This is an optimization exercise on Yosys and OpenROAD, whose aim is a short achievable clock period and few clock cycles, not a production implementation.
In this exercise RTL edits were held to simulation tests only and were not proved equivalent to the original.
No activity file was given, so power comes from the tool's default toggle rates.

===== design/flow/config.mk =====
export PLATFORM = sky130hd
export DESIGN_NAME = riscv_core
export DESIGN_NICKNAME = riscv_core
export VERILOG_FILES = /design/flow/design.v
export SDC_FILE = /design/flow/constraint.sdc
export NUM_CORES = 4
export LEC_CHECK = 0
export ABC_CLOCK_PERIOD_IN_PS = 2000
export CAP_MARGIN = 20
export CORE_MARGIN = 2
export CORE_UTILIZATION = 30
export PLACE_DENSITY = 0.5
export SLEW_MARGIN = 20

===== design/flow/constraint.sdc =====
create_clock -name core_clock -period 18.0 [get_ports {clk}]
set_input_delay 3.6000 -clock core_clock [delete_from_list [all_inputs] [get_ports {clk}]]
set_output_delay 3.6000 -clock core_clock [all_outputs]
set_load 0.01 [all_outputs]

===== design/flow/design.v =====
module riscv_core (
    input clk,
    input reset,
    output [31:0] imem_addr,
    input  [31:0] imem_rdata,
    output [31:0] dmem_addr,
    output [31:0] dmem_wdata,
    output [1:0]  dmem_size,
    output        dmem_we,
    input  [31:0] dmem_rdata
);
    reg  [31:0] pc_f;
    reg        x_valid;
    reg [31:0] x_pc, x_pc4, x_imm;
    reg [31:0] x_c1 [0:3];
    reg [31:0] x_c2 [0:3];
    reg [5:0]  x_s1, x_s2, x_sb;     
    reg [4:0]  x_rd;
    reg [31:1] x_rd_oh;
    reg [2:0]  x_f3;
    reg x_lui, x_auipc, x_jal, x_jalr, x_branch, x_load, x_store, x_bsel, x_predt;
    reg x_add, x_sub, x_sll, x_slt, x_sltu, x_xor, x_srl, x_sra, x_or, x_and;
    reg x_rdwe;
    reg [31:0] last_res, last_ld;
    reg        m_we, m_ldwe;
    reg [31:0] m_addr, m_wdata;
    reg [1:0]  m_size;
    reg [4:0]  m_rd;
    reg [31:1] m_rd_oh;
    reg [2:0]  m_f3;
    reg [31:0] rf [1:31];
    reg [31:1] wr;
    assign imem_addr  = pc_f;
    assign dmem_addr  = m_addr;
    assign dmem_wdata = m_wdata;
    assign dmem_size  = m_size;
    assign dmem_we    = m_we;
    wire [31:0] in = imem_rdata;
    wire [4:0]  op = in[6:2];
    wire d_lui    = (op == 5'b01101);
    wire d_auipc  = (op == 5'b00101);
    wire d_jal    = (op == 5'b11011);
    wire d_jalr   = (op == 5'b11001);
    wire d_branch = (op == 5'b11000);
    wire d_load   = (op == 5'b00000);
    wire d_store  = (op == 5'b01000);
    wire d_opimm  = (op == 5'b00100);
    wire d_op     = (op == 5'b01100);
    wire [2:0] f3 = in[14:12];
    wire d_alu    = d_opimm | d_op;
    wire d_sub    = d_op & (f3 == 3'b000) & in[30];
    wire d_add    = (d_alu & (f3 == 3'b000) & ~d_sub) | d_load | d_store;
    wire d_sll    = d_alu & (f3 == 3'b001);
    wire d_slt    = d_alu & (f3 == 3'b010);
    wire d_sltu   = d_alu & (f3 == 3'b011);
    wire d_xor    = d_alu & (f3 == 3'b100);
    wire d_srl    = d_alu & (f3 == 3'b101) & ~in[30];
    wire d_sra    = d_alu & (f3 == 3'b101) & in[30];
    wire d_or     = d_alu & (f3 == 3'b110);
    wire d_and    = d_alu & (f3 == 3'b111);
    wire d_rdwe   = (d_lui | d_auipc | d_jal | d_jalr | d_load | d_opimm | d_op) & (in[11:7] != 5'd0);
    wire d_use1   = d_jalr | d_branch | d_load | d_store | d_opimm | d_op;
    wire d_use2   = d_branch | d_store | d_op;
    wire d_bsel   = ~(d_op | d_branch);
    wire d_predt  = d_branch & in[31];
    reg [31:0] d_imm;
    always @(*) begin
        if (d_lui | d_auipc)   d_imm = {in[31:12], 12'b0};
        else if (d_jal)        d_imm = {{12{in[31]}}, in[19:12], in[20], in[30:21], 1'b0};
        else if (d_branch)     d_imm = {{20{in[31]}}, in[7], in[30:25], in[11:8], 1'b0};
        else if (d_store)      d_imm = {{21{in[31]}}, in[30:25], in[11:7]};
        else                   d_imm = {{21{in[31]}}, in[30:20]};
    end
    wire [4:0] rs1 = in[19:15];
    wire [4:0] rs2 = in[24:20];
    wire [7:0] lo1 = 8'd1 << rs1[2:0];
    wire [7:0] lo2 = 8'd1 << rs2[2:0];
    wire [31:0] rfm [0:31];
    assign rfm[0] = 32'd0;
    genvar gi;
    generate
        for (gi = 1; gi < 32; gi = gi + 1) begin : rfmask
            assign rfm[gi] = {32{wr[gi]}} & rf[gi];
        end
    endgenerate
    reg [31:0] c1 [0:3];
    reg [31:0] c2 [0:3];
    integer g, j;
    always @(*) begin
        for (g = 0; g < 4; g = g + 1) begin
            c1[g] = 32'd0;
            c2[g] = 32'd0;
            for (j = 0; j < 8; j = j + 1) begin
                c1[g] = c1[g] | ({32{lo1[j]}} & rfm[8*g+j]);
                c2[g] = c2[g] | ({32{lo2[j]}} & rfm[8*g+j]);
            end
        end
    end
    wire x_wres = x_valid & x_rdwe & ~x_load;
    wire f1_res = x_wres & (rs1 == x_rd);
    wire f2_res = x_wres & (rs2 == x_rd);
    wire f1_ld  = m_ldwe & (rs1 == m_rd);
    wire f2_ld  = m_ldwe & (rs2 == m_rd);
    wire [3:0] hi1 = 4'd1 << rs1[4:3];
    wire [3:0] hi2 = 4'd1 << rs2[4:3];
    wire [5:0] s1 = ~d_use1 ? 6'd0 : f1_res ? 6'b100000 : f1_ld ? 6'b010000 : {2'b00, hi1};
    wire [5:0] s2 = ~d_use2 ? 6'd0 : f2_res ? 6'b100000 : f2_ld ? 6'b010000 : {2'b00, hi2};
    wire x_lw = x_valid & x_load & x_rdwe;
    wire stall = x_lw & ((d_use1 & (rs1 == x_rd)) | (d_use2 & (rs2 == x_rd)));
    wire [31:0] pc_f4 = pc_f + 32'd4;
    wire [20:0] j_lo;
    wire        j_c;
    ks_add #(21, 5) add_j (.a(pc_f[20:0]), .b({in[31], in[19:12], in[20], in[30:21], 1'b0}), .ci(1'b0),
                        .s(j_lo), .co(j_c));
    wire [10:0] j_hi0 = pc_f[31:21];
    wire [10:0] j_hip = pc_f[31:21] + 11'd1;
    wire [10:0] j_him = pc_f[31:21] - 11'd1;
    wire [10:0] j_hi  = in[31] ? (j_c ? j_hi0 : j_him) : (j_c ? j_hip : j_hi0);
    wire [31:0] pc_j  = {j_hi, j_lo};
    wire [12:0] b_lo;
    wire        b_c;
    ks_add #(13, 4) add_b (.a(pc_f[12:0]), .b({in[31], in[7], in[30:25], in[11:8], 1'b0}), .ci(1'b0),
                        .s(b_lo), .co(b_c));
    wire [18:0] b_hi0 = pc_f[31:13];
    wire [18:0] b_hip = pc_f[31:13] + 19'd1;
    wire [18:0] b_him = pc_f[31:13] - 19'd1;
    wire [18:0] b_hi  = in[31] ? (b_c ? b_hi0 : b_him) : (b_c ? b_hip : b_hi0);
    wire [31:0] pc_b  = {b_hi, b_lo};
    wire [31:0] pc_pred = d_jal ? pc_j : d_predt ? pc_b : pc_f4;
    wire [31:0] rs1v = ({32{x_s1[5]}} & last_res) | ({32{x_s1[4]}} & last_ld)
                     | ({32{x_s1[3]}} & x_c1[3]) | ({32{x_s1[2]}} & x_c1[2])
                     | ({32{x_s1[1]}} & x_c1[1]) | ({32{x_s1[0]}} & x_c1[0]);
    wire [31:0] rs2v = ({32{x_s2[5]}} & last_res) | ({32{x_s2[4]}} & last_ld)
                     | ({32{x_s2[3]}} & x_c2[3]) | ({32{x_s2[2]}} & x_c2[2])
                     | ({32{x_s2[1]}} & x_c2[1]) | ({32{x_s2[0]}} & x_c2[0]);
    wire [31:0] opb  = ({32{x_sb[5]}} & last_res) | ({32{x_sb[4]}} & last_ld)
                     | ({32{x_sb[3]}} & x_c2[3]) | ({32{x_sb[2]}} & x_c2[2])
                     | ({32{x_sb[1]}} & x_c2[1]) | ({32{x_sb[0]}} & x_c2[0])
                     | ({32{x_bsel}} & x_imm);
    wire [31:0] sum, dif;
    wire        sum_c, dif_c;
    ks_add #(32, 6) add_s (.a(rs1v), .b(opb),  .ci(1'b0), .s(sum), .co(sum_c));
    ks_add #(32, 6) add_d (.a(rs1v), .b(~opb), .ci(1'b1), .s(dif), .co(dif_c));
    wire ltu = ~dif_c;
    wire lt  = (rs1v[31] ^ opb[31]) ? rs1v[31] : ltu;
    wire eq  = (rs1v == opb);
    wire [31:0] sl  = rs1v << opb[4:0];
    wire [31:0] sr  = $signed({x_sra & rs1v[31], rs1v}) >>> opb[4:0];
    wire [31:0] pc_imm = x_pc + x_imm;
    wire [31:0] res =
          ({32{x_add}}  & sum)
        | ({32{x_sub}}  & dif)
        | ({32{x_sll}}  & sl)
        | ({32{x_slt}}  & {31'b0, lt})
        | ({32{x_sltu}} & {31'b0, ltu})
        | ({32{x_xor}}  & (rs1v ^ opb))
        | ({32{x_srl | x_sra}} & sr)
        | ({32{x_or}}   & (rs1v | opb))
        | ({32{x_and}}  & (rs1v & opb))
        | ({32{x_lui}}  & x_imm)
        | ({32{x_auipc}} & pc_imm)
        | ({32{x_jal | x_jalr}} & x_pc4);
    reg  cond;
    always @(*) begin
        case (x_f3)
            3'b000: cond = eq;
            3'b001: cond = ~eq;
            3'b100: cond = lt;
            3'b101: cond = ~lt;
            3'b110: cond = ltu;
            default: cond = ~ltu;
        endcase
    end
    wire redirect = x_valid & (x_jalr | (x_branch & (cond ^ x_predt)));
    wire [31:0] target = x_jalr ? {sum[31:1], 1'b0} : x_predt ? x_pc4 : pc_imm;
    reg [31:0] ld;
    always @(*) begin
        case (m_f3)
            3'b000: ld = {{24{dmem_rdata[7]}}, dmem_rdata[7:0]};
            3'b001: ld = {{16{dmem_rdata[15]}}, dmem_rdata[15:0]};
            3'b100: ld = {24'b0, dmem_rdata[7:0]};
            3'b101: ld = {16'b0, dmem_rdata[15:0]};
            default: ld = dmem_rdata;
        endcase
    end
    always @(posedge clk or posedge reset) begin
        if (reset) begin
            pc_f    <= 32'd0;
            x_valid <= 1'b0;
            m_we    <= 1'b0;
            m_ldwe  <= 1'b0;
        end else begin
            if (redirect)    pc_f <= target;
            else if (~stall) pc_f <= pc_pred;
            x_valid <= ~redirect & ~stall;
            m_we   <= x_valid & x_store;
            m_ldwe <= x_lw;
        end
    end
    integer q;
    always @(posedge clk) begin
        x_pc     <= pc_f;
        x_pc4    <= pc_f4;
        x_imm    <= d_imm;
        for (q = 0; q < 4; q = q + 1) begin
            x_c1[q] <= c1[q];
            x_c2[q] <= c2[q];
        end
        x_s1     <= s1;
        x_s2     <= s2;
        x_sb     <= d_bsel ? 6'd0 : s2;
        x_rd     <= in[11:7];
        x_rd_oh  <= (32'd1 << in[11:7]) >> 1;
        x_f3     <= f3;
        x_lui  <= d_lui;  x_auipc <= d_auipc; x_jal <= d_jal; x_jalr <= d_jalr;
        x_branch <= d_branch; x_load <= d_load; x_store <= d_store;
        x_bsel <= d_bsel;
        x_predt <= d_predt;
        x_add <= d_add; x_sub <= d_sub; x_sll <= d_sll; x_slt <= d_slt; x_sltu <= d_sltu;
        x_xor <= d_xor; x_srl <= d_srl; x_sra <= d_sra; x_or <= d_or; x_and <= d_and;
        x_rdwe <= d_rdwe;
        last_res <= res;
        last_ld  <= ld;
        m_addr  <= sum;
        m_wdata <= rs2v;
        m_size  <= x_f3[1:0];
        m_rd    <= x_rd;
        m_rd_oh <= x_rd_oh;
        m_f3    <= x_f3;
    end
    wire [31:1] we_x = {31{x_wres}} & x_rd_oh;
    wire [31:1] we_m = {31{m_ldwe}} & m_rd_oh;
    integer i;
    always @(posedge clk) begin
        for (i = 1; i < 32; i = i + 1) begin
            if (we_x[i]) rf[i] <= res;
            else if (we_m[i]) rf[i] <= ld;
        end
    end
    always @(posedge clk or posedge reset) begin
        if (reset) wr <= 31'd0;
        else       wr <= wr | we_x | we_m;
    end
endmodule
module ks_add #(parameter W = 32, parameter L = 6) (
    input  [W-1:0] a,
    input  [W-1:0] b,
    input          ci,
    output [W-1:0] s,
    output         co
);
    wire [W:0] g0 = {a & b, ci};
    wire [W:0] p0 = {a ^ b, 1'b0};
    wire [W:0] g [0:L];
    wire [W:0] p [0:L];
    assign g[0] = g0;
    assign p[0] = p0;
    genvar l, j;
    generate
        for (l = 0; l < L; l = l + 1) begin : lvl
            for (j = 0; j <= W; j = j + 1) begin : bit_
                if (j >= (1 << l)) begin : comb
                    assign g[l+1][j] = g[l][j] | (p[l][j] & g[l][j - (1 << l)]);
                    assign p[l+1][j] = p[l][j] & p[l][j - (1 << l)];
                end else begin : pass
                    assign g[l+1][j] = g[l][j];
                    assign p[l+1][j] = p[l][j];
                end
            end
        end
    endgenerate
    assign s  = p0[W:1] ^ g[L][W-1:0];
    assign co = g[L][W];
endmodule

===== design/flow/flow/run.sh =====
#!/bin/bash
set -euo pipefail
bash standard.sh SETUP_SLACK_MARGIN=13 "BUFFER_PORTS_ARGS=-buffer_cell sky130_fd_sc_hd__buf_4" finish > flow_make.log 2>&1

===== design/flow/standard.sh =====
#!/bin/bash
# synth_recipe.tcl (not shown) runs the flow's synth.tcl, then flattens the netlist and writes it again
# the make line also repeats each setting of config.mk as NAME=value (left out here)
make -C /OpenROAD-flow-scripts/flow DESIGN_CONFIG=/design/flow/config.mk WORK_HOME=/design/flow/orfs CLKGATE_MAP_FILE= SYNTH_SCRIPT=/design/flow/synth_recipe.tcl "${@:-finish}"

==> results of run 1 <==
power by group:
group          leakage, nW  switching (mW)  total, mW  internal (mW)
clock network         3.06            1.73       4.00           2.27
registers             14.7           0.374       4.64           4.26
logic                 21.1            2.32       3.45           1.13
layout by cell type, fill, tap and decap left out, types with 46 or more instances in the layout:
cell type  synthesis  final
inv_1            161    152
buf_12             0     60
mux2i_1          217    210
buf_6              1     86
edfxtp_1         992    992
and3_1            70     47
nand4_1           79     79
nand3_1          321    288
ha_1             171    124
xnor2_1           87     81
buf_4             10    492
a22oi_1          294    275
o22ai_1          790    787
dfxtp_1          594    578
a21o_1            76     46
o211ai_1          52     52
clkbuf_1         860     59
or2_2             49     49
a21oi_2            0     87
or4_1            181    177
nor2_1          1313   1298
a21oi_1         1089    988
nor3_1            70     53
clkbuf_16          0    217
a31oi_1          183    180
xor2_1            49     49
nand2_1         1173   1158
o21ai_0          187    154
worst reg2reg max path: cells and delay by family, from the launching register on:
kind / cells / cell delay (ns)
compound gates: 8 / 2.00
buf+inv: 8 / 1.41
fa+ha+maj: 2 / 0.59
flops: 1 / 0.41
simple gates: 2 / 0.39
xor+xnor: 1 / 0.11
how the worst min path moves through the flow:
stage | startpoint | to | slack (ns) | cells past startpoint
after global placement | x_rd_oh[6] | m_rd_oh[6] | 0.32 | 0
final | x_rd_oh[15] | m_rd_oh[15] | 0.33 | 0
after floorplan | x_rd_oh[10] | m_rd_oh[10] | 0.32 | 0
after global routing | x_rd_oh[15] | m_rd_oh[15] | 0.33 | 0
after detailed placement | x_rd_oh[15] | m_rd_oh[15] | 0.33 | 0
after CTS | x_rd_oh[15] | m_rd_oh[15] | 0.33 | 0
per-layer routing:
metal,GRT usage (%),vias up,share of wire (%),wire [um]
met2,47.7,8147,41,218000
met1,40.8,44000,36,191000
met4,21.5,30,7.6,40600
li1,-,36700,-,-
met3,13.0,1896,15,81100
met5,0,-,0.11,565
sequential cells by signal, summed over array words and instances, names as in the netlist, 5 cells and up:
| register | cells |
|---|---|
| rf | 992 |
| x_c1 | 128 |
| x_c2 | 128 |
| last_ld | 32 |
| last_res | 32 |
| m_addr | 32 |
| m_wdata | 32 |
| pc_f | 32 |
| x_imm | 32 |
| x_pc4 | 32 |
| m_rd_oh | 31 |
| wr | 31 |
| x_rd_oh | 31 |
| x_pc | 30 |
| x_s1 | 6 |
| x_s2 | 6 |
| x_sb | 6 |
| m_rd | 5 |
| x_rd | 5 |
cell families (layout without fill, tap and decap cells):
| group | Yosys count | after routing | synth area share, % |
|---|---|---|---|
| muxes | 243 | 243 | 2.78 |
| DFF | 1652 | 1652 | 48.7 |
| adders and majority gates | 177 | 177 | 2.54 |
| other | 0 | 36 | 0 |
| and+or+nand+nor | 3485 | 3503 | 17.4 |
| xor gates and xnor gates | 136 | 136 | 1.34 |
| AOI/OAI and AO/OA | 3095 | 3095 | 21.9 |
| buffers and inverters | 1215 | 1237 | 5.33 |
through the flow:
| step | std cells | instance area [um^2] | utilization (%) |
|---|---|---|---|
| final | 14000 | 107000 | 36.3 |
| after global routing | 14000 | 107000 | 36.3 |
| after CTS | 13800 | 104000 | 35.4 |
| after detailed placement | 13300 | 93900 | 31.9 |
| after global placement | 13300 | 93900 | 31.9 |
| after floorplan | 10000 | 90000 | - |
cell type report:
type	instances	area [um^2]	area share [%]
Multi-Input combinational cell	7154	43900	41.0
Sequential cell	1652	43400	40.6
Timing Repair Buffer	713	7660	7.16
Clock buffer	293	5710	5.34
Tap cell	3919	4900	4.59
Inverter	169	716	0.669
Clock inverter	61	551	0.515
Antenna cell	36	90.1	0.0842
Timing Repair inverter	1	8.76	0.00819
timing repair:
item / in CTS / in global routing
setup buffers: 137 / 100
endpoints found under the setup margin: 1357 / 1045
endpoints found under the hold margin: 0 / 0
resized for setup: 508 / 309
pin swaps: 74 / 103
gates cloned: 34 / 21
==> metrics.cfg, run 1 <==
[status]
outcome=timing/DRC/antenna clean

[setup_path]
cp_max_fo=6
rr_startpoint=x_s1[1]
crit_path_end_kind=register
required_ns=18.76
endpoint=pc_f[31]
max_stage_delay_ns=0.39
cp_top_family=compound AO/OA/AOI/OAI gates
cp_slowest_cell=a311oi_4
ff2ff_setup_slack_ns=12.79
cp.arrival_ns=6.25
path_class=primary input to register
cp-startpoint=imem_rdata[21]
path_buf_inv=4
worstPathCellList=buf_16 -> ha_4 -> inv_2 -> fa_2 -> nor2b_2 -> o31a_1 -> o211ai_1 -> buf_4 -> a31oi_4 -> a311oi_4 -> mux2i_4 -> buf_6 -> o31ai_4 -> mux2_4
startpoint_type=primary input
regToRegEndpoint=rf[9][28]
reg2regPathDepth=21
path_depth=14

[finish]
fill_cells=29500
drive_gt1_share_pct=16.2
syn2layout_area_growth_pct=20.3
nets=10100

[die]
core-area_um2=294000
dieArea_um2=301000
start_util_pct=30.2
die_h_um=548
io_pins=165
row_count=199
die_w_um=548

[route]
num_vias=90700
wirelength_um=532000
route.detailed.drc=0
drtAntennaViolNets=0
drt_iter0_drc=16100
drt_first_pass_iters=10
wire_per_inst_um=38.0
vias_per_cell=6.48

[grt]
globalRouteTotalUtil_pct=33.1
grt_pass1_wl_um=693000
grt_remaining_overflow=0
grt_pass1_vias=81800
antenna_found_initial=61
grt_max_degree=66

[yosys]
synth_top_area_share_pct=33.5
yosys.cell_count.top_type=nor2_1
yosys-top-cells-count=1313 x nor2_1, 1173 x nand2_1, 1089 x a21oi_1
avgSynthCellArea_um2=8.89
async_flop_share_pct=4.00
synth_area_leaders=edfxtp_1 34%, dfxtp_1 13%, a21oi_1 6.1%
synth_ff_type=edfxtp_1
yosysSeqAreaShare_pct=48.7
synth_area_um2=88900
synth_top_area_cell=edfxtp_1
synthCells=10000
synth_edf_count=992
synth.distinct_cells=95
synth_seq_cells=1652
ys_warn_count=9

[sta]
timing.setup.tns_ns=0
fin_crit_ns=5.48
worstMarginPinSlew_ns=1.36
hold_violations=0
max-slew-margin-rel_pct=9.54
clock_skew_ns=0.0622
rsz0062_at_grt=yes
slew_violations=0
timing.final.crit_share_pct=30.5
hold_slack_ns=0.328
setup_viol=0
final.setup.worst_slack_ns=12.52
max_clock_freq_mhz=182

[clocking]
cts.sinks=1652
holdBufCountCts=0
path_clk_slew_ns=0.06
htreeDepth=4
clock-root-buffer=clkbuf_16
clock_latency_ns=0.93
cts_tree=built
numCtsBuffers=192
clockBufferDepth=4

[power_and_ir_drop]
vdd_drop_max_mv=0.0755
total_power_mw=12.1
power_density_nw_per_um2=113
leakage_nw=38.8

[placed_design]
gp_congestion=0.972
place_ws_ns=10.44
dpl.hpwl_um=307000
io_buffers=162

[job]
maxCapViolCount=0

[min_path]
hold_path.class=register to register

Testbench counts, summed over its fixed seeds: cycles 36,415.
==> run 2, diff against run 1 <==
--- a/design/flow/design.v
+++ b/design/flow/design.v
@@ -11,4 +11,5 @@
 );
     reg  [31:0] pc_f;
+    reg  [31:0] pc_out;      
     reg        x_valid;
     reg [31:0] x_pc, x_pc4, x_imm;
@@ -19,5 +20,5 @@
     reg [31:1] x_rd_oh;
     reg [2:0]  x_f3;
-    reg x_lui, x_auipc, x_jal, x_jalr, x_branch, x_load, x_store, x_bsel, x_predt;
+    reg x_lui, x_auipc, x_jal, x_jalr, x_branch, x_load, x_store, x_bsel, x_hz;
     reg x_add, x_sub, x_sll, x_slt, x_sltu, x_xor, x_srl, x_sra, x_or, x_and;
     reg x_rdwe;
@@ -31,5 +32,5 @@
     reg [31:0] rf [1:31];
     reg [31:1] wr;
-    assign imem_addr  = pc_f;
+    assign imem_addr  = pc_out;
     assign dmem_addr  = m_addr;
     assign dmem_wdata = m_wdata;
@@ -63,5 +64,4 @@
     wire d_use2   = d_branch | d_store | d_op;
     wire d_bsel   = ~(d_op | d_branch);
-    wire d_predt  = d_branch & in[31];
     reg [31:0] d_imm;
     always @(*) begin
@@ -97,5 +97,5 @@
         end
     end
-    wire x_wres = x_valid & x_rdwe & ~x_load;
+    wire x_wres = x_valid & ~x_hz & x_rdwe & ~x_load;
     wire f1_res = x_wres & (rs1 == x_rd);
     wire f2_res = x_wres & (rs2 == x_rd);
@@ -107,25 +107,6 @@
     wire [5:0] s2 = ~d_use2 ? 6'd0 : f2_res ? 6'b100000 : f2_ld ? 6'b010000 : {2'b00, hi2};
     wire x_lw = x_valid & x_load & x_rdwe;
-    wire stall = x_lw & ((d_use1 & (rs1 == x_rd)) | (d_use2 & (rs2 == x_rd)));
+    wire d_hz = x_lw & ((d_use1 & (rs1 == x_rd)) | (d_use2 & (rs2 == x_rd)));
     wire [31:0] pc_f4 = pc_f + 32'd4;
-    wire [20:0] j_lo;
-    wire        j_c;
-    ks_add #(21, 5) add_j (.a(pc_f[20:0]), .b({in[31], in[19:12], in[20], in[30:21], 1'b0}), .ci(1'b0),
-                        .s(j_lo), .co(j_c));
-    wire [10:0] j_hi0 = pc_f[31:21];
-    wire [10:0] j_hip = pc_f[31:21] + 11'd1;
-    wire [10:0] j_him = pc_f[31:21] - 11'd1;
-    wire [10:0] j_hi  = in[31] ? (j_c ? j_hi0 : j_him) : (j_c ? j_hip : j_hi0);
-    wire [31:0] pc_j  = {j_hi, j_lo};
-    wire [12:0] b_lo;
-    wire        b_c;
-    ks_add #(13, 4) add_b (.a(pc_f[12:0]), .b({in[31], in[7], in[30:25], in[11:8], 1'b0}), .ci(1'b0),
-                        .s(b_lo), .co(b_c));
-    wire [18:0] b_hi0 = pc_f[31:13];
-    wire [18:0] b_hip = pc_f[31:13] + 19'd1;
-    wire [18:0] b_him = pc_f[31:13] - 19'd1;
-    wire [18:0] b_hi  = in[31] ? (b_c ? b_hi0 : b_him) : (b_c ? b_hip : b_hi0);
-    wire [31:0] pc_b  = {b_hi, b_lo};
-    wire [31:0] pc_pred = d_jal ? pc_j : d_predt ? pc_b : pc_f4;
     wire [31:0] rs1v = ({32{x_s1[5]}} & last_res) | ({32{x_s1[4]}} & last_ld)
                      | ({32{x_s1[3]}} & x_c1[3]) | ({32{x_s1[2]}} & x_c1[2])
@@ -172,6 +153,8 @@
         endcase
     end
-    wire redirect = x_valid & (x_jalr | (x_branch & (cond ^ x_predt)));
-    wire [31:0] target = x_jalr ? {sum[31:1], 1'b0} : x_predt ? x_pc4 : pc_imm;
+    wire x_go = x_valid & ~x_hz;
+    wire redirect = x_valid & (x_hz | x_jal | x_jalr | (x_branch & cond));
+    wire [31:0] target = x_hz ? x_pc : x_jalr ? {sum[31:1], 1'b0} : pc_imm;
+    wire [31:0] pc_next = redirect ? target : pc_f4;
     reg [31:0] ld;
     always @(*) begin
@@ -191,10 +174,13 @@
             m_ldwe  <= 1'b0;
         end else begin
-            if (redirect)    pc_f <= target;
-            else if (~stall) pc_f <= pc_pred;
-            x_valid <= ~redirect & ~stall;
-            m_we   <= x_valid & x_store;
-            m_ldwe <= x_lw;
-        end
+            pc_f    <= pc_next;
+            x_valid <= ~redirect;
+            m_we    <= x_go & x_store;
+            m_ldwe  <= x_go & x_load & x_rdwe;
+        end
+    end
+    always @(posedge clk) begin
+        if (reset) pc_out <= 32'd0;
+        else       pc_out <= pc_next;
     end
     integer q;
@@ -216,5 +202,5 @@
         x_branch <= d_branch; x_load <= d_load; x_store <= d_store;
         x_bsel <= d_bsel;
-        x_predt <= d_predt;
+        x_hz   <= d_hz;
         x_add <= d_add; x_sub <= d_sub; x_sll <= d_sll; x_slt <= d_slt; x_sltu <= d_sltu;
         x_xor <= d_xor; x_srl <= d_srl; x_sra <= d_sra; x_or <= d_or; x_and <= d_and;
@@ -224,5 +210,5 @@
         m_addr  <= sum;
         m_wdata <= rs2v;
-        m_size  <= x_f3[1:0];
+        m_size  <= x_store ? x_f3[1:0] : 2'b10;
         m_rd    <= x_rd;
         m_rd_oh <= x_rd_oh;
==> metrics.cfg, run 2 <==
[grt]
grt_remaining_overflow=0  ; unchanged
grt_pass1_wl_um=658000  ; -5.0%
globalRouteTotalUtil_pct=32.3  ; -0.72 points
grt_max_degree=66  ; unchanged
antenna_found_initial=54  ; -11%
grt_pass1_vias=78200  ; -4.4%

[die]
start_util_pct=30.1  ; -0.14 points
dieArea_um2=292000  ; -2.8%
row_count=197  ; -1.0%
die_w_um=541  ; -1.4%
core-area_um2=287000  ; -2.3%
io_pins=165  ; unchanged
die_h_um=541  ; -1.4%

[placed_design]
dpl.hpwl_um=291000  ; -5.1%
place_ws_ns=10.54  ; +0.0996 ns
place_inst=12800  ; -3.6%
place_area_um2=91000  ; -3.1%
io_buffers=162  ; unchanged
gp_congestion=0.993  ; +2.2%

[yosys]
yosysSeqAreaShare_pct=50.9  ; +2.2 points
synth_ff_type=edfxtp_1
synth_area_um2=86400  ; -2.8%
synth_top_area_share_pct=34.5  ; +0.96 points
synthCells=9638  ; -3.6%
async_flop_share_pct=3.91  ; -0.081 points
yosys.cell_count.top_type=nor2_1
synthSimpleGateAreaFrac_pct=17.2  ; -0.19 points
ys_warn_count=7  ; -2
synth.distinct_cells=93  ; -2.1%
synth_area_leaders=edfxtp_1 34%, dfxtp_1 15%, a21oi_1 6.6%
synth_adder_area_share_pct=1.91  ; -0.63 points
synth_edf_count=992  ; unchanged
synth_mux_area_share_pct=2.31  ; -0.48 points
yosys-top-cells-count=1276 x nor2_1, 1149 x nand2_1, 1144 x a21oi_1
avgSynthCellArea_um2=8.97  ; +0.89%
synth_top_area_cell=edfxtp_1
synth-compound-area-share_pct=21.1  ; -0.78 points
synth_seq_cells=1686  ; +2.1%
synth-xor-area-share_pct=1.27  ; -0.073 points
synth_top_family_by_area=compound AO/OA/AOI/OAI gates

[setup_path]
ff2ff_setup_slack_ns=12.73  ; -0.06 ns
worstPathCellList=buf_4 -> a22oi_2 -> nand3_1 -> buf_4 -> ha_1 -> inv_2 -> and3_4 -> nor4bb_4 -> xor2_1 -> a21oi_1 -> o31ai_1 -> nor3b_2 -> a311oi_4 -> buf_6 -> buf_12 -> mux2_4 -> and2_4
reg2regPathDepth=17  ; -19%
cp_top_family=simple AND/OR/NAND/NOR gates
rr_startpoint=x_s1[3]
critical_path.most_common_cell=buf_4
max_stage_delay_ns=0.56  ; +0.17 ns
cp_max_fo=13  ; +7
cp_slowest_cell=nor4bb_4
crit_path_end_kind=register
path_buf_inv=5  ; +1
endpoint=pc_out[0]
path_class=register to register
required_ns=18.75  ; about the same
startpoint_type=register
regToRegEndpoint=pc_out[0]
path_depth=17  ; +3
cp-startpoint=x_s1[3]
cp.arrival_ns=6.01  ; -0.24 ns

[finish]
instances_no_fill=13400  ; -4.1%
reg.largest.list=rf: 992 flops, x_c1: 128 flops, x_c2: 128 flops
final_cell_mix=1264 x nor2_1, 1135 x nand2_1, 1120 x a21oi_1
nets=9630  ; -4.9%
largest_register=rf
design_area_um2=103000  ; -4.0%
layout_commonest_cell=nor2_1
largest_reg_flops=992  ; unchanged
drive_gt1_share_pct=14.7  ; -1.5 points
syn2layout_area_growth_pct=18.7

[route]
drt_iter0_drc=15000  ; -7.2%
vias_per_cell=6.41  ; -1.1%
drt_first_pass_iters=10  ; unchanged
wire_per_inst_um=37.6  ; -1.2%
wirelength_um=504000  ; -5.2%
num_vias=86100  ; -5.1%
drtAntennaViolNets=0  ; unchanged
route.detailed.drc=0  ; unchanged

[clocking]
clockBufferDepth=4  ; unchanged
cts_tree=built
path_clk_slew_ns=0.06  ; about the same
cts.sinks=1686  ; +2.1%
clock_latency_ns=0.94  ; about the same
htreeDepth=4  ; unchanged
numCtsBuffers=195  ; +1.6%
holdBufCountCts=0  ; unchanged
clock-root-buffer=clkbuf_16

[status]
outcome=timing/DRC/antenna clean

[power_and_ir_drop]
leakage_nw=37.2  ; -4.2%
power_density_nw_per_um2=112  ; -0.90%
total_power_mw=11.5  ; -4.9%
vdd_drop_max_mv=0.0808  ; +7.0%

[sta]
setup_viol=0  ; unchanged
clock_skew_ns=0.0871  ; +0.0249 ns
slew_violations=0  ; unchanged
hold_violations=0  ; unchanged
timing.setup.tns_ns=0  ; unchanged
worstMarginPinSlew_ns=1.30  ; -0.0598 ns
final.setup.worst_slack_ns=12.73  ; +0.215 ns
rsz0062_at_grt=yes
timing.final.crit_share_pct=29.3  ; -1.2 points
max_clock_freq_mhz=190  ; +4.1%
fin_crit_ns=5.27  ; -0.215 ns
max-slew-margin-rel_pct=13.5  ; +4.0 points

[min_path]
hold_path.class=register to register

[job]
maxCapViolCount=0  ; unchanged

==> run 2: changes by cell type after synthesis, sizes merged, moves of 34 or more <==
cell and delta:
a31oi -89, a21oi +85, buf -55, mux2i -55, ha -42, nor2 -37
o22ai +35, dfxtp +34
==> run 2: worst min-delay path by stage <==
stage	from	end	slack [ns]	cells after the start
2_1_floorplan	x_rd_oh[10]	m_rd_oh[10]	0.32	0
3_3_place_gp	x_rd_oh[27]	m_rd_oh[27]	0.33	0
3_5_place_dp	x_rd_oh[6]	m_rd_oh[6]	0.33	0
4_1_cts	x_rd_oh[6]	m_rd_oh[6]	0.34	0
5_1_grt	x_rd_oh[5]	m_rd_oh[5]	0.35	0
6_report	x_rd_oh[11]	m_rd_oh[11]	0.34	0
==> run 2: cell families after synthesis <==
family / count (synthesis)
compound gates: 2953
xor+xnor: 125
fa+ha+maj: 131
buf+inv: 1184
flops: 1686
mux: 194
simple gates: 3365
==> run 2: what timing repair did <==
item / in CTS / in global routing
pin swaps: 66 / 76
gates cloned: 24 / 19
hold endpoints to repair: 0 / 0
resized for setup: 404 / 207
setup buffers: 76 / 67
endpoints found under the setup margin: 1351 / 810
==> run 2: area by class of cell <==
| class | instances | area (um^2) |
|---|---|---|
| well taps | 3781 | 4730 |
| fillers | 29000 | 185000 |
| clock inverters | 87 | 958 |
| multi-input cells | 6783 | 40200 |
| repair buffers | 592 | 6260 |
| clock buffers | 275 | 5580 |
| flip-flops and latches | 1686 | 44100 |
| inverters | 175 | 679 |
| diodes | 49 | 123 |
==> run 2: stage by stage <==
| stage | hold WS, ns | utilization [%] |
|---|---|---|
| detailed placement | 0.328 | 31.7 |
| global route | 0.346 | 35.7 |
| finish | 0.341 | 35.7 |
| floorplan | 0.323 | - |
| global placement | 0.325 | 31.7 |
| CTS | 0.342 | 35.0 |
==> run 2: metal layers <==
layer / global-route usage, % / up-vias / share of wire [%]
met5: 0.0164 / - / 0.11
met4: 24.3 / 30 / 9.3
met3: 11.7 / 2019 / 15
met2: 46.2 / 7678 / 40
met1: 39.7 / 41400 / 35
li1: - / 34900 / -
==> run 2: where the power goes <==
part	switching, mW	internal (mW)
sequential	0.355	4.36
clock	1.78	2.41
combinational	1.79	0.808
total	3.92	7.58
Testbench counts of run 2, summed over its fixed seeds: cycles 37,241.
==> run 3, diff against run 2 <==
--- a/design/flow/design.v
+++ b/design/flow/design.v
@@ -23,6 +23,6 @@
     reg x_add, x_sub, x_sll, x_slt, x_sltu, x_xor, x_srl, x_sra, x_or, x_and;
     reg x_rdwe;
-    reg [31:0] last_res, last_ld;
-    reg        m_we, m_ldwe;
+    reg [31:0] last_res, last_wb;
+    reg        m_we, m_ldwe, m_wres;
     reg [31:0] m_addr, m_wdata;
     reg [1:0]  m_size;
@@ -98,8 +98,9 @@
     end
     wire x_wres = x_valid & ~x_hz & x_rdwe & ~x_load;
+    wire m_wb   = m_wres | m_ldwe;
     wire f1_res = x_wres & (rs1 == x_rd);
     wire f2_res = x_wres & (rs2 == x_rd);
-    wire f1_ld  = m_ldwe & (rs1 == m_rd);
-    wire f2_ld  = m_ldwe & (rs2 == m_rd);
+    wire f1_ld  = m_wb & (rs1 == m_rd);
+    wire f2_ld  = m_wb & (rs2 == m_rd);
     wire [3:0] hi1 = 4'd1 << rs1[4:3];
     wire [3:0] hi2 = 4'd1 << rs2[4:3];
@@ -109,11 +110,11 @@
     wire d_hz = x_lw & ((d_use1 & (rs1 == x_rd)) | (d_use2 & (rs2 == x_rd)));
     wire [31:0] pc_f4 = pc_f + 32'd4;
-    wire [31:0] rs1v = ({32{x_s1[5]}} & last_res) | ({32{x_s1[4]}} & last_ld)
+    wire [31:0] rs1v = ({32{x_s1[5]}} & last_res) | ({32{x_s1[4]}} & last_wb)
                      | ({32{x_s1[3]}} & x_c1[3]) | ({32{x_s1[2]}} & x_c1[2])
                      | ({32{x_s1[1]}} & x_c1[1]) | ({32{x_s1[0]}} & x_c1[0]);
-    wire [31:0] rs2v = ({32{x_s2[5]}} & last_res) | ({32{x_s2[4]}} & last_ld)
+    wire [31:0] rs2v = ({32{x_s2[5]}} & last_res) | ({32{x_s2[4]}} & last_wb)
                      | ({32{x_s2[3]}} & x_c2[3]) | ({32{x_s2[2]}} & x_c2[2])
                      | ({32{x_s2[1]}} & x_c2[1]) | ({32{x_s2[0]}} & x_c2[0]);
-    wire [31:0] opb  = ({32{x_sb[5]}} & last_res) | ({32{x_sb[4]}} & last_ld)
+    wire [31:0] opb  = ({32{x_sb[5]}} & last_res) | ({32{x_sb[4]}} & last_wb)
                      | ({32{x_sb[3]}} & x_c2[3]) | ({32{x_sb[2]}} & x_c2[2])
                      | ({32{x_sb[1]}} & x_c2[1]) | ({32{x_sb[0]}} & x_c2[0])
@@ -173,4 +174,5 @@
             m_we    <= 1'b0;
             m_ldwe  <= 1'b0;
+            m_wres  <= 1'b0;
         end else begin
             pc_f    <= pc_next;
@@ -178,4 +180,5 @@
             m_we    <= x_go & x_store;
             m_ldwe  <= x_go & x_load & x_rdwe;
+            m_wres  <= x_wres;
         end
     end
@@ -207,5 +210,5 @@
         x_rdwe <= d_rdwe;
         last_res <= res;
-        last_ld  <= ld;
+        last_wb  <= wbv;
         m_addr  <= sum;
         m_wdata <= rs2v;
@@ -215,16 +218,14 @@
         m_f3    <= x_f3;
     end
-    wire [31:1] we_x = {31{x_wres}} & x_rd_oh;
-    wire [31:1] we_m = {31{m_ldwe}} & m_rd_oh;
+    wire [31:0] wbv = m_ldwe ? ld : last_res;
+    wire [31:1] we  = {31{m_wb}} & m_rd_oh;
     integer i;
     always @(posedge clk) begin
-        for (i = 1; i < 32; i = i + 1) begin
-            if (we_x[i]) rf[i] <= res;
-            else if (we_m[i]) rf[i] <= ld;
-        end
+        for (i = 1; i < 32; i = i + 1)
+            if (we[i]) rf[i] <= wbv;
     end
     always @(posedge clk or posedge reset) begin
         if (reset) wr <= 31'd0;
-        else       wr <= wr | we_x | we_m;
+        else       wr <= wr | we;
     end
 endmodule
==> metrics.cfg, run 3 <==
[status]
outcome=timing/DRC/antenna clean

[finish]
syn2layout_area_growth_pct=17.8
final_cell_mix=1174 x nand2_1, 992 x edfxtp_1, 823 x o22ai_1
largest_reg_flops=992  ; unchanged
layout_commonest_cell=nand2_1
fill_cells=24900  ; -14%
reg.largest.list=rf: 992 flops, x_c1: 128 flops, x_c2: 128 flops
design_area_um2=89100  ; -13%
nets=7368  ; -23%
drive_gt1_share_pct=13.9  ; -0.79 points
largest_register=rf

[clocking]
clockBufferDepth=3  ; -1
numCtsBuffers=184  ; -5.6%
path_clk_slew_ns=0.06  ; about the same
cts.sinks=1687  ; +0.059%
holdBufCountCts=0  ; unchanged
htreeDepth=4  ; unchanged
clock-root-buffer=clkbuf_16
clock_latency_ns=0.89  ; -0.05 ns
cts_tree=built

[yosys]
synth.distinct_cells=98  ; +5.4%
synth_area_leaders=edfxtp_1 39%, dfxtp_1 17%, o22ai_1 6.8%
synth_top_area_share_pct=39.4  ; +4.9 points
synth_seq_cells=1687  ; +0.059%
synth_ff_type=edfxtp_1
synth_edf_count=992  ; unchanged
ys_warn_count=7  ; unchanged
yosys.cell_count.top_type=nand2_1
yosys-top-cells-count=1176 x nand2_1, 992 x edfxtp_1, 823 x o22ai_1
synth_top_area_cell=edfxtp_1
yosysSeqAreaShare_pct=58.2  ; +7.3 points
avgSynthCellArea_um2=10.5  ; +18%
synth_area_um2=75700  ; -12%
async_flop_share_pct=3.97  ; +0.057 points
synthCells=7180  ; -26%

[die]
die_h_um=506  ; -6.4%
core-area_um2=251000  ; -13%
start_util_pct=30.1  ; +0.054 points
dieArea_um2=256000  ; -12%
row_count=184  ; -6.6%
die_w_um=506  ; -6.4%
io_pins=165  ; unchanged

[sta]
clock_skew_ns=0.0859  ; -0.00117 ns
timing.setup.tns_ns=0  ; unchanged
hold_violations=0  ; unchanged
timing.final.crit_share_pct=28.4  ; -0.88 points
setup_viol=0  ; unchanged
worstMarginPinSlew_ns=1.19  ; -0.109 ns
fin_crit_ns=5.11  ; -0.159 ns
rsz0062_at_grt=yes
max-slew-margin-rel_pct=19.9  ; +6.4 points
slew_violations=0  ; unchanged
max_clock_freq_mhz=196  ; +3.1%

[placed_design]
dpl.hpwl_um=230000  ; -21%
io_buffers=162  ; unchanged
place_area_um2=80700  ; -11%
gp_congestion=1.01  ; +1.5%

[route]
route.detailed.drc=0  ; unchanged
wire_per_inst_um=34.7  ; -7.5%
num_vias=65900  ; -23%
wirelength_um=372000  ; -26%
vias_per_cell=6.15  ; -4.0%
drt_iter0_drc=10200  ; -32%
drtAntennaViolNets=0  ; unchanged
drt_first_pass_iters=10  ; unchanged

[grt]
grt_max_degree=121  ; +83%
antenna_found_initial=30  ; -44%
grt_remaining_overflow=0  ; unchanged
grt_pass1_vias=61700  ; -21%
globalRouteTotalUtil_pct=27.5  ; -4.9 points
grt_pass1_wl_um=499000  ; -24%

[power_and_ir_drop]
vdd_drop_max_mv=0.102  ; +26%
leakage_nw=31.5  ; -15%
power_density_nw_per_um2=119  ; +6.3%

[setup_path]
startpoint_type=primary input
required_ns=18.71  ; -0.04 ns
path_class=primary input to register
cp_max_fo=52  ; +39
crit_path_end_kind=register
cp.arrival_ns=5.82  ; -0.19 ns

[min_path]
hold_path.class=register to register

[job]
maxCapViolCount=0  ; unchanged

run 3: cells by family (layout without fill, tap and decap cells):
group	count (synthesis)	after routing	share of synthesized area, %
XOR/XNOR	126	126	1.46
multiplexers	174	174	2.36
other	0	40	0
adder cells (fa/ha/maj)	133	133	2.22
buffers and inverters	715	860	3.65
AND/OR/NAND/NOR	2397	2404	14.8
AO/OA/AOI/OAI	1948	1948	17.4
flip-flops	1687	1687	58.2
run 3: per-layer routing:
| metal | GRT usage (%) | routed length (um) | vias up |
|---|---|---|---|
| li1 | - | - | 27300 |
| met1 | 36.0 | 143000 | 32600 |
| met2 | 40.6 | 158000 | 4893 |
| met3 | 7.59 | 46500 | 1114 |
| met4 | 15.7 | 24600 | 10 |
| met5 | 0 | 59 | - |
run 3: path summary, 6_finish.rpt:
kind,startpoint,endpoint,slack [ns],depth (start not counted)
setup reg to reg,x_s1[0],last_res[27],12.97,13
hold / removal,x_rd_oh[31],m_rd_oh[31],0.33,0
max in group asynchronous,reset,wr[2],13.34,4
setup / recovery,imem_rdata[20],x_c2[3][9],12.89,6
hold reg to reg,x_rd_oh[31],m_rd_oh[31],0.33,0
min in group asynchronous,reset,pc_f[30],2.94,2
run 3: critical path: stages:
cell	delay, ns
buf_6	0.21
nand3_4	0.39
buf_12	0.43
buf_12	0.39
o22ai_1	0.11
or4_1	0.57
run 3: final cells by class:
| type | count | area (um^2) | share of cell area, % |
|---|---|---|---|
| diodes | 40 | 100 | 0.112 |
| clock buffers | 251 | 5260 | 5.90 |
| clock inverters | 98 | 1170 | 1.32 |
| inverters | 130 | 497 | 0.557 |
| multi-input cells | 4785 | 30000 | 33.7 |
| flip-flops and latches | 1687 | 44100 | 49.4 |
| well taps | 3348 | 4190 | 4.70 |
| repair buffers | 381 | 3810 | 4.28 |
run 3: stage by stage:
stage | hold slack [ns] | setup WS, ns | std cells | utilization, % | total power [mW]
after floorplan | 0.310 | 12.63 | 7180 | - | 5.74
after global placement | 0.311 | 10.85 | 10300 | 32.1 | 6.57
after detailed placement | 0.312 | 10.82 | 10300 | 32.1 | 6.58
after CTS | 0.326 | 12.92 | 10700 | 35.2 | 10.6
after global routing | 0.331 | 12.95 | 10700 | 35.5 | 10.9
final | 0.328 | 12.89 | 10700 | 35.5 | 10.6
run 3: what timing repair did:
action	in CTS	in global routing
cloned	11	9
buffers inserted	8	16
setup endpoints to repair	351	163
endpoints found under the hold margin	0	0
pin swaps	11	21
resized for setup	231	70
run 3: where the power goes:
| group | internal, mW | total (mW) | switching, mW |
|---|---|---|---|
| sequential | 4.41 | 4.73 | 0.325 |
| clock | 2.25 | 3.95 | 1.70 |
| combinational | 0.585 | 1.94 | 1.35 |
| total | 7.24 | 10.6 | 3.38 |
Testbench counts of run 3, summed over its fixed seeds: cycles 37,241.
==> run 4, diff against run 3 <==
==> design/flow/flow/run.sh (replaced) <==
#!/bin/bash
set -euo pipefail
bash standard.sh SETUP_SLACK_MARGIN=13.3 "BUFFER_PORTS_ARGS=-buffer_cell sky130_fd_sc_hd__buf_4" finish > flow_make.log 2>&1
==> metrics.cfg, run 4 <==
[clocking]
path_clk_slew_ns=0.06  ; about the same
clock-root-buffer=clkbuf_16
clock_latency_ns=0.93  ; +0.04 ns
numCtsBuffers=184  ; unchanged
holdBufCountCts=0  ; unchanged
cts_tree=built
cts.sinks=1687  ; unchanged
clockBufferDepth=3  ; unchanged
htreeDepth=4  ; unchanged

[finish]
largest_reg_flops=992  ; unchanged
layout_commonest_cell=nand2_1
final_cell_mix=1172 x nand2_1, 992 x edfxtp_1, 818 x o22ai_1
largest_register=rf
finalCoreUtilization_pct=36.9  ; +1.5 points
reg.largest.list=rf: 992 flops, x_c1: 128 flops, x_c2: 128 flops
nets=7514  ; +2.0%
drive_gt1_share_pct=17.7  ; +3.8 points
syn2layout_area_growth_pct=22.6
instances_no_fill=10900  ; +1.4%

[yosys]
yosysSeqAreaShare_pct=58.2  ; unchanged
synth-xor-area-share_pct=1.46  ; unchanged
yosys.cell_count.top_type=nand2_1
avgSynthCellArea_um2=10.5  ; unchanged
synth_mux_area_share_pct=2.36  ; unchanged
synth-compound-area-share_pct=17.4  ; unchanged
synth_top_area_share_pct=39.4  ; unchanged
async_flop_share_pct=3.97  ; unchanged
synth_top_family_by_area=compound AO/OA/AOI/OAI gates
synthSimpleGateAreaFrac_pct=14.8  ; unchanged
synth_area_um2=75700  ; unchanged
synth.distinct_cells=98  ; unchanged
synth_ff_type=edfxtp_1
synth_seq_cells=1687  ; unchanged
synth_adder_area_share_pct=2.22  ; unchanged
ys_warn_count=7  ; unchanged
synth_area_leaders=edfxtp_1 39%, dfxtp_1 17%, o22ai_1 6.8%
synth_edf_count=992  ; unchanged
synth_top_area_cell=edfxtp_1
synthCells=7180  ; unchanged
yosys-top-cells-count=1176 x nand2_1, 992 x edfxtp_1, 823 x o22ai_1

[route]
vias_per_cell=6.45  ; +4.8%
drtAntennaViolNets=0  ; unchanged
drt_iter0_drc=12000  ; +18%
drt_first_pass_iters=7  ; -3
route.detailed.drc=0  ; unchanged
wire_per_inst_um=39.3  ; +13%
wirelength_um=427000  ; +15%
num_vias=70100  ; +6.3%

[setup_path]
worstPathCellList=buf_4 -> or4b_4 -> a31oi_4
path_class=primary input to register
cp.arrival_ns=5.56  ; -0.26 ns
cp_slowest_cell=a31oi_4
regToRegEndpoint=last_res[20]
ff2ff_setup_slack_ns=13.14  ; +0.17 ns
max_stage_delay_ns=0.94  ; +0.37 ns
reg2regPathDepth=15  ; +2
crit_path_end_kind=register
required_ns=18.49  ; -0.22 ns
cp-startpoint=dmem_rdata[7]
rr_startpoint=x_s1[0]
endpoint=rf[15][10]
startpoint_type=primary input
cp_max_fo=32  ; -38%

[grt]
grt_pass1_vias=64200  ; +3.9%
globalRouteTotalUtil_pct=31.3  ; +3.8 points
grt_remaining_overflow=0  ; unchanged
grt_pass1_wl_um=555000  ; +11%
antenna_found_initial=40  ; +33%
grt_max_degree=66  ; -45%

[die]
core-area_um2=251000  ; unchanged
die_h_um=506  ; unchanged
row_count=184  ; unchanged
start_util_pct=30.1  ; unchanged
die_w_um=506  ; unchanged
dieArea_um2=256000  ; unchanged
io_pins=165  ; unchanged

[sta]
hold_slack_ns=0.325  ; -0.00273 ns
clock_skew_ns=0.143  ; +0.0573 ns
timing.setup.tns_ns=0  ; unchanged
timing.final.crit_share_pct=28.2  ; -0.23 points
hold_violations=0  ; unchanged
max-slew-margin-rel_pct=-13.5  ; -33 points
setup_viol=0  ; unchanged
worstMarginPinSlew_ns=1.69  ; +0.504 ns
max_clock_freq_mhz=197  ; +0.80%
rsz0062_at_grt=yes
fin_crit_ns=5.07  ; -0.0407 ns
slew_violations=3  ; +3

[min_path]
hold_path.class=register to register

[power_and_ir_drop]
p_seq_share_pct=43.4  ; -1.1 points
pwr-share-clk_pct=36.1  ; -1.1 points
p_sw_share_pct=32.9  ; +1.1 points
p_sw_mw=3.59  ; +6.3%
p_int_mw=7.32  ; +1.0%
power_density_nw_per_um2=118  ; -1.4%
comb_power_share_pct=20.5  ; +2.3 points
leakage_nw=33.0  ; +4.7%
vdd_drop_max_mv=0.114  ; +11%

[status]
outcome=finished with violations
so_faults=max-capacitance violations, max-slew violations

[placed_design]
io_buffers=162  ; unchanged
dpl.hpwl_um=235000  ; +2.2%
gp_congestion=0.980  ; -2.8%
place_inst=10300  ; -0.16%

[job]
maxCapViolCount=1  ; +1

## run 4: kinds of logic (layout without fill, tap and decap cells)
| family | count (synthesis) | in the layout |
|---|---|---|
| xor+xnor | 126 | 126 |
| mux | 174 | 174 |
| fa+ha+maj | 133 | 133 |
| compound gates | 1948 | 1967 |
| buf+inv | 715 | 980 |
| flops | 1687 | 1687 |
| other cells | 0 | 45 |
| simple gates | 2397 | 2410 |
## run 4: final cells by class
cell class                      count  area (um^2)
Timing Repair Buffer              502         6290
Multi-Input combinational cell   4810        31200
Clock inverter                     86         1110
Inverter                          130          497
Sequential cell                  1687        44200
Antenna cell                       45          113
Clock buffer                      262         5240
Tap cell                         3348         4190
Fill cell                       24500       158000
## run 4: worst min-delay path by stage
stage	depth (start not counted)	slack, ns	start	to
6_report	0	0.32	x_rd_oh[21]	m_rd_oh[21]
4_1_cts	0	0.33	x_rd_oh[22]	m_rd_oh[22]
3_3_place_gp	0	0.31	x_rd_oh[18]	m_rd_oh[18]
3_5_place_dp	0	0.31	x_rd_oh[22]	m_rd_oh[22]
2_1_floorplan	0	0.31	x_rd_oh[10]	m_rd_oh[10]
5_1_grt	0	0.33	x_rd_oh[25]	m_rd_oh[25]
## run 4: power groups by stage
stage | combinational, mW | clock [mW] | sequential, mW
6_report | 2.23 | 3.94 | 4.73
5_1_grt | 2.29 | 4.11 | 4.73
4_1_cts | 2.04 | 3.95 | 4.70
3_5_place_dp | 1.88 | 0 | 4.76
3_3_place_gp | 1.87 | 0 | 4.76
2_1_floorplan | 1.16 | 0 | 4.60
## run 4: routing by layer
layer	track usage, %	routed length [um]
met1	38.4	152000
met3	12.3	62400
met5	0	132
met4	20.7	35600
met2	45.4	177000
## run 4: metrics by stage
step / setup slack (ns) / power [mW] / cell area (um^2)
2_1_floorplan: 12.63 / 5.76 / 77600
3_3_place_gp: 10.78 / 6.63 / 80700
3_5_place_dp: 10.77 / 6.64 / 80700
4_1_cts: 13.00 / 10.7 / 91000
5_1_grt: 12.98 / 11.1 / 92800
6_report: 12.93 / 10.9 / 92800
## run 4: what timing repair did
item	4_1_cts	5_1_grt
resized for setup	510	164
setup endpoints to repair	1153	575
buffers inserted	73	57
pin swaps	68	64
gates cloned	59	16
## run 4: critical path, delay by kind of cell
family,cells,cell delay [ns]
simple gates,1,0.77
buf+inv,1,0.19
compound gates,1,0.94
==> run 5, diff against run 4 <==
--- a/design/flow/design.v
+++ b/design/flow/design.v
@@ -20,5 +20,5 @@
     reg [31:1] x_rd_oh;
     reg [2:0]  x_f3;
-    reg x_lui, x_auipc, x_jal, x_jalr, x_branch, x_load, x_store, x_bsel, x_hz;
+    reg x_lui, x_auipc, x_jal, x_jalr, x_branch, x_load, x_store, x_bsel, x_hz, x_pj, x_pb;
     reg x_add, x_sub, x_sll, x_slt, x_sltu, x_xor, x_srl, x_sra, x_or, x_and;
     reg x_rdwe;
@@ -110,4 +110,18 @@
     wire d_hz = x_lw & ((d_use1 & (rs1 == x_rd)) | (d_use2 & (rs2 == x_rd)));
     wire [31:0] pc_f4 = pc_f + 32'd4;
+    wire [9:0] jimm_lo = {in[29:21], 1'b0};
+    wire [9:0] bimm_lo = {in[29:25], in[11:8], 1'b0};
+    wire d_pj = d_jal & (in[31] ? (&{in[19:12], in[20], in[30:29]}) : ~(|{in[19:12], in[20], in[30:29]}))
+                      & ~in[21];
+    wire d_pb = d_branch & in[31] & in[7] & in[30] & in[29] & ~in[8];
+    wire [8:0] j_lo = {1'b0, pc_f[9:2]} + {1'b0, jimm_lo[9:2]};
+    wire [8:0] b_lo = {1'b0, pc_f[9:2]} + {1'b0, bimm_lo[9:2]};
+    wire [21:0] hi0 = pc_f[31:10];
+    wire [21:0] hip, him;
+    inc_dec #(22) pc_hi_pm (.a(pc_f[31:10]), .inc(hip), .dec(him));
+    wire [21:0] j_hi = in[31] ? (j_lo[8] ? hi0 : him) : (j_lo[8] ? hip : hi0);
+    wire [21:0] b_hi = b_lo[8] ? hi0 : him;
+    wire [31:0] pc_j = {j_hi, j_lo[7:0], pc_f[1:0]};
+    wire [31:0] pc_b = {b_hi, b_lo[7:0], pc_f[1:0]};
     wire [31:0] rs1v = ({32{x_s1[5]}} & last_res) | ({32{x_s1[4]}} & last_wb)
                      | ({32{x_s1[3]}} & x_c1[3]) | ({32{x_s1[2]}} & x_c1[2])
@@ -155,7 +169,15 @@
     end
     wire x_go = x_valid & ~x_hz;
-    wire redirect = x_valid & (x_hz | x_jal | x_jalr | (x_branch & cond));
-    wire [31:0] target = x_hz ? x_pc : x_jalr ? {sum[31:1], 1'b0} : pc_imm;
-    wire [31:0] pc_next = redirect ? target : pc_f4;
+    wire redirect = x_valid & (x_hz | (x_jal & ~x_pj) | x_jalr | (x_branch & (cond ^ x_pb)));
+    wire [31:0] target = x_hz ? x_pc : x_jalr ? {sum[31:1], 1'b0} : x_pb ? x_pc4 : pc_imm;
+    wire sel_t = redirect;
+    wire sel_j = ~redirect & d_pj;
+    wire sel_b = ~redirect & d_pb;
+    wire sel_4 = ~redirect & ~d_pj & ~d_pb;
+    wire [31:0] pc_next = ({32{sel_t}} & target) | ({32{sel_j}} & pc_j)
+                        | ({32{sel_b}} & pc_b) | ({32{sel_4}} & pc_f4);
+    wire [3:0] so = {sel_t, sel_j, sel_b, sel_4} & {4{~reset}};
+    wire [31:0] pc_next_o = ({32{so[3]}} & target) | ({32{so[2]}} & pc_j)
+                          | ({32{so[1]}} & pc_b) | ({32{so[0]}} & pc_f4);
     reg [31:0] ld;
     always @(*) begin
@@ -184,6 +206,5 @@
     end
     always @(posedge clk) begin
-        if (reset) pc_out <= 32'd0;
-        else       pc_out <= pc_next;
+        pc_out <= pc_next_o;
     end
     integer q;
@@ -206,4 +227,6 @@
         x_bsel <= d_bsel;
         x_hz   <= d_hz;
+        x_pj   <= d_pj;
+        x_pb   <= d_pb;
         x_add <= d_add; x_sub <= d_sub; x_sll <= d_sll; x_slt <= d_slt; x_sltu <= d_sltu;
         x_xor <= d_xor; x_srl <= d_srl; x_sra <= d_sra; x_or <= d_or; x_and <= d_and;
@@ -260,2 +283,10 @@
     assign co = g[L][W];
 endmodule
+module inc_dec #(parameter W = 22) (
+    input  [W-1:0] a,
+    output [W-1:0] inc,
+    output [W-1:0] dec
+);
+    assign inc = a + 1'b1;
+    assign dec = a - 1'b1;
+endmodule
==> design/flow/flow/run.sh (replaced) <==
#!/bin/bash
set -euo pipefail
bash standard.sh SETUP_SLACK_MARGIN=13 "BUFFER_PORTS_ARGS=-buffer_cell sky130_fd_sc_hd__buf_4" finish > flow_make.log 2>&1
--- a/design/flow/config.mk
+++ b/design/flow/config.mk
@@ -12,2 +12,3 @@
 export PLACE_DENSITY = 0.5
 export SLEW_MARGIN = 20
+export SYNTH_HIERARCHICAL = 1
==> metrics.cfg, run 5 <==
[clocking]
clock_latency_ns=0.90  ; -0.03 ns
cts_tree=built
cts.sinks=1689  ; +0.12%
path_clk_slew_ns=0.06  ; about the same
clock-root-buffer=clkbuf_16
numCtsBuffers=186  ; +1.1%
holdBufCountCts=0  ; unchanged
htreeDepth=4  ; unchanged
clockBufferDepth=3  ; unchanged

[power_and_ir_drop]
p_sw_mw=4.10  ; +14%
p_int_mw=7.47  ; +2.1%
leakage_nw=33.9  ; +2.8%
comb_power_share_pct=23.6  ; +3.1 points
power_density_nw_per_um2=121  ; +3.1%
vdd_drop_max_mv=0.102  ; -10%
p_sw_share_pct=35.5  ; +2.5 points
p_seq_share_pct=42.5  ; -0.9 points
pwr-share-clk_pct=33.9  ; -2.2 points

[sta]
timing.setup.tns_ns=0  ; unchanged
slew_violations=0  ; -3
max_clock_freq_mhz=182  ; -7.6%
setup_viol=0  ; unchanged
timing.final.crit_share_pct=30.5  ; +2.3 points
worstMarginPinSlew_ns=1.25  ; -0.440 ns
max-slew-margin-rel_pct=16.5  ; +30 points
fin_crit_ns=5.48  ; +0.415 ns
clock_skew_ns=0.0818  ; -0.0614 ns
rsz0062_at_grt=yes
hold_violations=0  ; unchanged

[grt]
grt_remaining_overflow=0  ; unchanged
grt_pass1_vias=65500  ; +2.2%
globalRouteTotalUtil_pct=31.1  ; -0.27 points
grt_pass1_wl_um=572000  ; +3.0%
grt_max_degree=61  ; -7.6%
antenna_found_initial=55  ; +38%

[route]
drtAntennaViolNets=0  ; unchanged
wire_per_inst_um=38.0  ; -3.3%
vias_per_cell=6.39  ; -0.85%
wl_met2_um=183000  ; +3.4%
dr_wl_met3_um=59600  ; -4.5%
drt_iter0_drc=12100  ; +1.2%
route.detailed.drc=0  ; unchanged
highest_layer=met5
wl_met1_um=154000  ; +1.3%
wirelength_um=435000  ; +1.8%
num_vias=73100  ; +4.3%
drt_first_pass_iters=10  ; +3

[finish]
instances_no_fill=11400  ; +5.2%
fill_cells=25900  ; +5.7%
final_cell_mix=1154 x nand2_1, 992 x edfxtp_1, 816 x o22ai_1
syn2layout_area_growth_pct=21.0
largest_reg_flops=992  ; unchanged
drive_gt1_share_pct=17.2  ; -0.45 points
reg.largest.list=rf: 992 flops, x_c1: 128 flops, x_c2: 128 flops
largest_register=rf
multiInputGateArea_um2=34400  ; +10%
nets=7955  ; +5.9%
layout_commonest_cell=nand2_1
register_area_um2=44100  ; -0.18%

[setup_path]
cp_top_family=compound AO/OA/AOI/OAI gates
path_class=register to register
regToRegEndpoint=pc_out[13]
cp.arrival_ns=6.22  ; +0.66 ns
rr_startpoint=x_s1[0]
cp_slowest_cell=a211oi_2
crit_path_end_kind=register
cp-startpoint=x_s1[0]
critical_path.most_common_cell=buf_12
ff2ff_setup_slack_ns=12.52  ; -0.62 ns
max_stage_delay_ns=0.48  ; -0.46 ns
startpoint_type=register
path_buf_inv=7  ; +6
required_ns=18.74  ; +0.25 ns
worstPathCellList=buf_12 -> buf_16 -> a22oi_2 -> and3_4 -> buf_8 -> clkinvlp_4 -> ha_4 -> nand2_4 -> nor4_4 -> a31oi_2 -> a31oi_2 -> o211a_1 -> o21ai_4 -> a21oi_4 -> buf_12 -> xor2_1 -> o2bb2ai_1 -> a221oi_2 -> o21ai_1 -> a211o_4 -> buf_12 -> inv_16 -> a311oi_4 -> a211oi_2
reg2regPathDepth=24  ; +9
cp_max_fo=8  ; -75%

[die]
start_util_pct=30.1  ; about the same
row_count=188  ; +2.2%
core-area_um2=262000  ; +4.3%
die_w_um=517  ; +2.1%
dieArea_um2=267000  ; +4.2%
die_h_um=517  ; +2.1%
io_pins=165  ; unchanged

[placed_design]
gp_congestion=1.02  ; +3.7%
io_buffers=162  ; unchanged
dpl.hpwl_um=271000  ; +16%
place_inst=10800  ; +5.6%

[yosys]
synthCells=7567  ; +5.4%
avgSynthCellArea_um2=10.4  ; -1.1%
ys_warn_count=13  ; +6
synth_area_um2=78900  ; +4.3%

[min_path]
min_to=m_rd_oh[25]
min_path_cells=0  ; unchanged
hold_path.class=register to register
hold_start=x_rd_oh[25]

[job]
maxCapViolCount=0  ; -1

[status]
outcome=timing/DRC/antenna clean

==> run 5: power by group through the flow <==
stage / Combinational (mW) / Clock (mW) / Sequential (mW)
floorplan: 1.45 / 0 / 4.64
global placement: 2.39 / 0 / 4.96
detailed placement: 2.40 / 0 / 4.95
CTS: 2.58 / 3.95 / 4.88
global route: 2.80 / 4.10 / 4.90
finish: 2.73 / 3.92 / 4.92
==> run 5: repair_timing <==
action	CTS	global route
endpoints found under the setup margin	363	181
pin swaps	124	81
setup buffers	108	46
gates cloned	30	7
resized for setup	418	116
endpoints found under the hold margin	0	0
==> run 5: worst max-delay path by stage <==
stage,to,slack (ns),cells after the start
2_1_floorplan,pc_out[12],12.46,10
3_3_place_gp,pc_out[11],10.34,20
3_5_place_dp,pc_out[11],10.38,20
4_1_cts,pc_out[0],12.82,23
5_1_grt,pc_out[13],12.52,24
6_report,pc_out[13],12.52,24
==> run 5: worst reg2reg max path: cells and delay by family, from the launching register on <==
kind | cells | cell delay (ns)
AND/OR/NAND/NOR | 3 | 0.66
XOR/XNOR | 1 | 0.16
AO/OA/AOI/OAI | 12 | 2.74
buffers and inverters | 7 | 1.12
flip-flops | 1 | 0.39
adder cells (fa/ha/maj) | 1 | 0.30
==> run 5: through the flow <==
stage	setup slack [ns]	power, mW	hold WS [ns]	area [um^2]	util (%)
after global placement	10.34	7.35	0.310	84500	32.2
after detailed placement	10.38	7.36	0.312	84500	32.2
after floorplan	12.46	6.09	0.310	80000	-
final	12.52	11.6	0.321	95500	36.4
after CTS	12.82	11.4	0.322	94300	36.0
after global routing	12.52	11.8	0.329	95400	36.4
==> run 5: layer usage <==
metal	GRT usage, %	vias to the layer above
met2	46.4	6161
met4	20.6	18
met1	38.2	36100
met5	0	-
li1	-	29300
met3	10.1	1469
==> run 5: layout make-up <==
type,instances,area share (%)
Antenna cell,45,0.118
Timing Repair inverter,3,0.0590
Timing Repair Buffer,560,5.94
Clock buffer,251,5.34
Tap cell,3515,4.61
Clock inverter,101,1.21
Sequential cell,1689,46.2
Multi-Input combinational cell,5146,36.0
Inverter,124,0.567
Testbench counts of run 5, summed over its fixed seeds: cycles 36,521.

==> port drivers added, routing unchanged <==
How much do the figures lean on ideal ports? The routed layouts below were timed once more, with nothing changed but the port constraints.
Step 1: set_driving_cell puts a clkbuf_16 on clk and a buf_2 on each other input, an assumption about the parent block.
Step 2 moves the port delays by t, midway between the first and last clock arrival at a register: inputs arrive t later, outputs are due t later. That takes back most of the time a late clock gives input paths.
Slacks: no drivers / after step 1 / after step 2; pairs: no drivers / after step 1.
| run | t (ns) | setup slack, ns | clock arrival spread, ns | slew at the worst register clock pin (ns) |
|---|---|---|---|---|
| run 1 | 1.001 | 12.518 / 12.382 / 11.381 | 0.062 / 0.062 | 0.08 / 0.08 |
| run 2 | 0.994 | 12.734 / 12.734 / 11.897 | 0.087 / 0.087 | 0.07 / 0.07 |
| run 3 | 0.942 | 12.892 / 12.912 / 12.007 | 0.086 / 0.086 | 0.07 / 0.07 |
| run 4 | 0.955 | 12.933 / 12.936 / 12.044 | 0.144 / 0.144 | 0.07 / 0.07 |
| run 5 | 0.962 | 12.518 / 12.518 / 11.667 | 0.089 / 0.089 | 0.07 / 0.07 |
The setup slack of run 1, which loses most, moves by -0.136 ns with the drivers and by -1.137 ns with both steps.
